What follows belongs to an exercise in optimizing a design on an open flow for small area, a short achievable clock period and few clock cycles per item; a production flow would make more cautious choices.

==> flow/design.v <==
module SME ( clk, reset, chardata, isstring, ispattern, valid, match, match_index);
input clk;
input reset;
input [7:0] chardata;
input isstring;
input ispattern;
output valid;
output match;
output [4:0] match_index;
reg valid;
reg match;
reg [4:0] match_index;
reg  [7:0] c_q;         
reg        lit_q, dot_q, car_q, dol_q, star_q;
reg        str_q, str_q2;
reg        pat_q, pat_q2;
wire in_car  = (chardata == 8'h5E);
wire in_dol  = (chardata == 8'h24);
wire in_dot  = (chardata == 8'h2E);
wire in_star = (chardata == 8'h2A);
always @(posedge clk) begin
	c_q    <= (in_car | in_dol) ? 8'h20 : chardata;
	lit_q  <= !(in_car | in_dol | in_dot | in_star);
	dot_q  <= in_dot;
	car_q  <= in_car;
	dol_q  <= in_dol;
	star_q <= in_star;
end
always @(posedge clk or posedge reset) begin
	if (reset) begin
		str_q  <= 1'b0;
		str_q2 <= 1'b0;
		pat_q  <= 1'b0;
		pat_q2 <= 1'b0;
	end else begin
		str_q  <= isstring;
		str_q2 <= str_q;
		pat_q  <= ispattern;
		pat_q2 <= pat_q;
	end
end
reg [7:0] s [0:31];
reg [5:0] len;           
integer n;
always @(posedge clk) begin
	if (str_q) begin
		for (n = 0; n < 31; n = n + 1)
			s[n] <= s[n+1];
		s[31] <= c_q;
		len <= str_q2 ? len + 6'd1 : 6'd1;
	end
end
wire [5:0] len_nxt = str_q ? (str_q2 ? len + 6'd1 : 6'd1) : len;
wire [5:0] lo = 6'd32 - len_nxt;
reg  [31:0] v;
integer j;
always @(*) begin
	for (j = 0; j < 32; j = j + 1)
		v[j] = (j >= lo);
end
reg [31:0] eq;
always @(*) begin
	for (j = 0; j < 32; j = j + 1)
		eq[j] = (s[j] == c_q);
end
reg  [32:0] m;
reg  [4:0]  base;        
reg         starred;
reg [32:0] pre;
always @(*) begin
	pre[0] = m[0];
	for (j = 1; j < 33; j = j + 1)
		pre[j] = pre[j-1] | m[j];
end
reg [32:0] x;
always @(*) begin
	for (j = 0; j < 32; j = j + 1)
		x[j] = m[j] & ((lit_q & eq[j]) | dot_q | (dol_q & eq[j]) | star_q |
		               (car_q & (j == 0 || !m[j-1] || eq[j-1])));
	x[32] = m[32] & (dol_q | star_q);
end
reg [15:0] a2; reg [7:0] a4; reg [3:0] a8; reg [1:0] a16;
reg [31:0] i1;  reg [31:0] i2; reg [31:0] i4; reg [31:0] i8; reg [4:0] fs;
always @(*) begin
	i1 = 32'd0; i2 = 32'd0; i4 = 32'd0; i8 = 32'd0;
	for (j = 0; j < 16; j = j + 1) begin             
		a2[j] = x[2*j] | x[2*j+1];
		i1[j] = !x[2*j] & x[2*j+1];
	end
	for (j = 0; j < 8; j = j + 1) begin              
		a4[j] = a2[2*j] | a2[2*j+1];
		i2[2*j]   = a2[2*j] ? i1[2*j] : i1[2*j+1];
		i2[2*j+1] = !a2[2*j] & a2[2*j+1];
	end
	for (j = 0; j < 4; j = j + 1) begin              
		a8[j] = a4[2*j] | a4[2*j+1];
		i4[3*j]   = a4[2*j] ? i2[4*j]   : i2[4*j+2];
		i4[3*j+1] = a4[2*j] ? i2[4*j+1] : i2[4*j+3];
		i4[3*j+2] = !a4[2*j] & a4[2*j+1];
	end
	for (j = 0; j < 2; j = j + 1) begin              
		a16[j] = a8[2*j] | a8[2*j+1];
		i8[4*j]   = a8[2*j] ? i4[6*j]   : i4[6*j+3];
		i8[4*j+1] = a8[2*j] ? i4[6*j+1] : i4[6*j+4];
		i8[4*j+2] = a8[2*j] ? i4[6*j+2] : i4[6*j+5];
		i8[4*j+3] = !a8[2*j] & a8[2*j+1];
	end
	fs[0] = a16[0] ? i8[0] : i8[4];
	fs[1] = a16[0] ? i8[1] : i8[5];
	fs[2] = a16[0] ? i8[2] : i8[6];
	fs[3] = a16[0] ? i8[3] : i8[7];
	fs[4] = !a16[0] & a16[1];
end
reg [32:0] m_nxt;
always @(*) begin
	m_nxt[0] = (car_q & m[0]) |
	           (dol_q & m[0] & eq[0]) |
	           (star_q & pre[0]);
	for (j = 1; j < 32; j = j + 1)
		m_nxt[j] = ((lit_q | dot_q) & m[j-1] & (dot_q | eq[j-1])) |
		           (car_q & m[j] & (!m[j-1] | eq[j-1])) |
		           (dol_q & m[j] & eq[j]) |
		           (star_q & pre[j]);
	m_nxt[32] = ((lit_q | dot_q) & m[31] & (dot_q | eq[31])) |
	            (dol_q & m[32]) |
	            (star_q & pre[32]);
end
always @(posedge clk) begin
	if (pat_q) begin
		m    <= m_nxt;
		base <= (lit_q | dot_q) ? base - 5'd1 : base;
	end else begin
		m    <= {1'b0, v};
		base <= len_nxt[4:0];
	end
end
reg [4:0] fsq, bq;
reg       starred2;
always @(posedge clk) begin
	fsq <= fs;
	bq  <= base;
end
wire [2:0] lo_sum = {1'b0, fsq[1:0]} + {1'b0, bq[1:0]};
wire [2:0] hi0 = fsq[4:2] + bq[4:2];
wire [2:0] hi1 = fsq[4:2] + bq[4:2] + 3'd1;
wire [4:0] cand = {lo_sum[2] ? hi1 : hi0, lo_sum[1:0]};
always @(posedge clk or posedge reset) begin
	if (reset) begin
		starred  <= 1'b0;
		starred2 <= 1'b0;
	end else begin
		starred  <= pat_q & (starred | star_q);
		starred2 <= starred;
	end
end
always @(posedge clk) begin
	if (!starred2)
		match_index <= cand;
end
always @(posedge clk or posedge reset) begin
	if (reset) begin
		valid <= 1'b0;
	end else begin
		valid <= pat_q2 & !pat_q;
	end
end
always @(posedge clk) begin
	match <= |m;
end
endmodule
Settings: LEC_CHECK=0, CAP_MARGIN=20, CORE_MARGIN=2, CORE_UTILIZATION=40, CTS_CLUSTER_DIAMETER=120, CTS_CLUSTER_SIZE=24, SLEW_MARGIN=20; clock period 8.0 ns.
standard.sh (not shown) runs the stock make flow with config.mk's settings and CLKGATE_MAP_FILE= SYNTH_SCRIPT=/design/flow/synth_recipe.tcl, a recipe that flattens the netlist after the stock synthesis.
==> flow/flow/run.sh <==
#!/bin/bash
set -euo pipefail
bash standard.sh SETUP_SLACK_MARGIN=5.4 finish > make_finish.log 2>&1
Edit:
--- a/flow/design.v
+++ b/flow/design.v
@@ -70,24 +70,17 @@
 always @(*) begin
 	pre[0] = m[0];
 	for (j = 1; j < 33; j = j + 1)
 		pre[j] = pre[j-1] | m[j];
 end
-reg [32:0] x;
-always @(*) begin
-	for (j = 0; j < 32; j = j + 1)
-		x[j] = m[j] & ((lit_q & eq[j]) | dot_q | (dol_q & eq[j]) | star_q |
-		               (car_q & (j == 0 || !m[j-1] || eq[j-1])));
-	x[32] = m[32] & (dol_q | star_q);
-end
 reg [15:0] a2; reg [7:0] a4; reg [3:0] a8; reg [1:0] a16;
 reg [31:0] i1;  reg [31:0] i2; reg [31:0] i4; reg [31:0] i8; reg [4:0] fs;
 always @(*) begin
 	i1 = 32'd0; i2 = 32'd0; i4 = 32'd0; i8 = 32'd0;
 	for (j = 0; j < 16; j = j + 1) begin             
-		a2[j] = x[2*j] | x[2*j+1];
-		i1[j] = !x[2*j] & x[2*j+1];
+		a2[j] = m[2*j] | m[2*j+1];
+		i1[j] = !m[2*j] & m[2*j+1];
 	end
 	for (j = 0; j < 8; j = j + 1) begin              
 		a4[j] = a2[2*j] | a2[2*j+1];
 		i2[2*j]   = a2[2*j] ? i1[2*j] : i1[2*j+1];
 		i2[2*j+1] = !a2[2*j] & a2[2*j+1];
@@ -109,10 +102,14 @@
 	fs[1] = a16[0] ? i8[1] : i8[5];
 	fs[2] = a16[0] ? i8[2] : i8[6];
 	fs[3] = a16[0] ? i8[3] : i8[7];
 	fs[4] = !a16[0] & a16[1];
 end
+wire [2:0] lo_sum = {1'b0, fs[1:0]} + {1'b0, base[1:0]};
+wire [2:0] hi0 = fs[4:2] + base[4:2];
+wire [2:0] hi1 = fs[4:2] + base[4:2] + 3'd1;
+wire [4:0] cand = {lo_sum[2] ? hi1 : hi0, lo_sum[1:0]};
 reg [32:0] m_nxt;
 always @(*) begin
 	m_nxt[0] = (car_q & m[0]) |
 	           (dol_q & m[0] & eq[0]) |
 	           (star_q & pre[0]);
@@ -132,31 +129,18 @@
 	end else begin
 		m    <= {1'b0, v};
 		base <= len_nxt[4:0];
 	end
 end
-reg [4:0] fsq, bq;
-reg       starred2;
-always @(posedge clk) begin
-	fsq <= fs;
-	bq  <= base;
-end
-wire [2:0] lo_sum = {1'b0, fsq[1:0]} + {1'b0, bq[1:0]};
-wire [2:0] hi0 = fsq[4:2] + bq[4:2];
-wire [2:0] hi1 = fsq[4:2] + bq[4:2] + 3'd1;
-wire [4:0] cand = {lo_sum[2] ? hi1 : hi0, lo_sum[1:0]};
 always @(posedge clk or posedge reset) begin
-	if (reset) begin
-		starred  <= 1'b0;
-		starred2 <= 1'b0;
-	end else begin
-		starred  <= pat_q & (starred | star_q);
-		starred2 <= starred;
-	end
+	if (reset)
+		starred <= 1'b0;
+	else
+		starred <= pat_q & (starred | star_q);
 end
 always @(posedge clk) begin
-	if (!starred2)
+	if (!starred)
 		match_index <= cand;
 end
 always @(posedge clk or posedge reset) begin
 	if (reset) begin
 		valid <= 1'b0;
After rerunning: The changed run completed with no timing, DRC or antenna violations; worst setup slack degrades by 330 ps; register-to-register slack degrades by 330 ps; routed wire length fell by about 22%; worst hold slack improved by 70 ps; design area shrinks by 12%; clock-buffer cell count went down by 1; critical path depth grows by 3.
Function was not checked in any run of this note: the RTL went through the layout flow alone.

==> what the ideal ports hide <==
The results above use ideal ports. As a check the final layouts listed here were re-extracted and re-timed, cells and wires unchanged. Step 1 (the two cells are an assumption about what drives the block):
set clk [get_ports {clk}]
set_driving_cell -lib_cell sky130_fd_sc_hd__clkbuf_16 $clk
set_driving_cell -lib_cell sky130_fd_sc_hd__buf_2 [delete_from_list [all_inputs] $clk]
Step 2, shift: input delay + t, output delay - t, t = (earliest + latest rising clock arrival at the registers) / 2. This alone moves slack from input paths to output paths. Three values: no drivers, after step 1, after step 2; two values: the first two.
run | t, ns | setup slack, ns | worst hold slack (ns)
the first run | 0.571 | 5.306 / 5.283 / 5.120 | 0.392 / 0.392 / 0.392
the second run | 0.565 | 4.972 / 4.972 / 4.926 | 0.462 / 0.462 / 0.462
After both steps setup and hold are still met in every run listed. For the first run, which loses most, drivers alone change the setup slack by -0.023 ns; drivers and shift together by -0.186 ns.
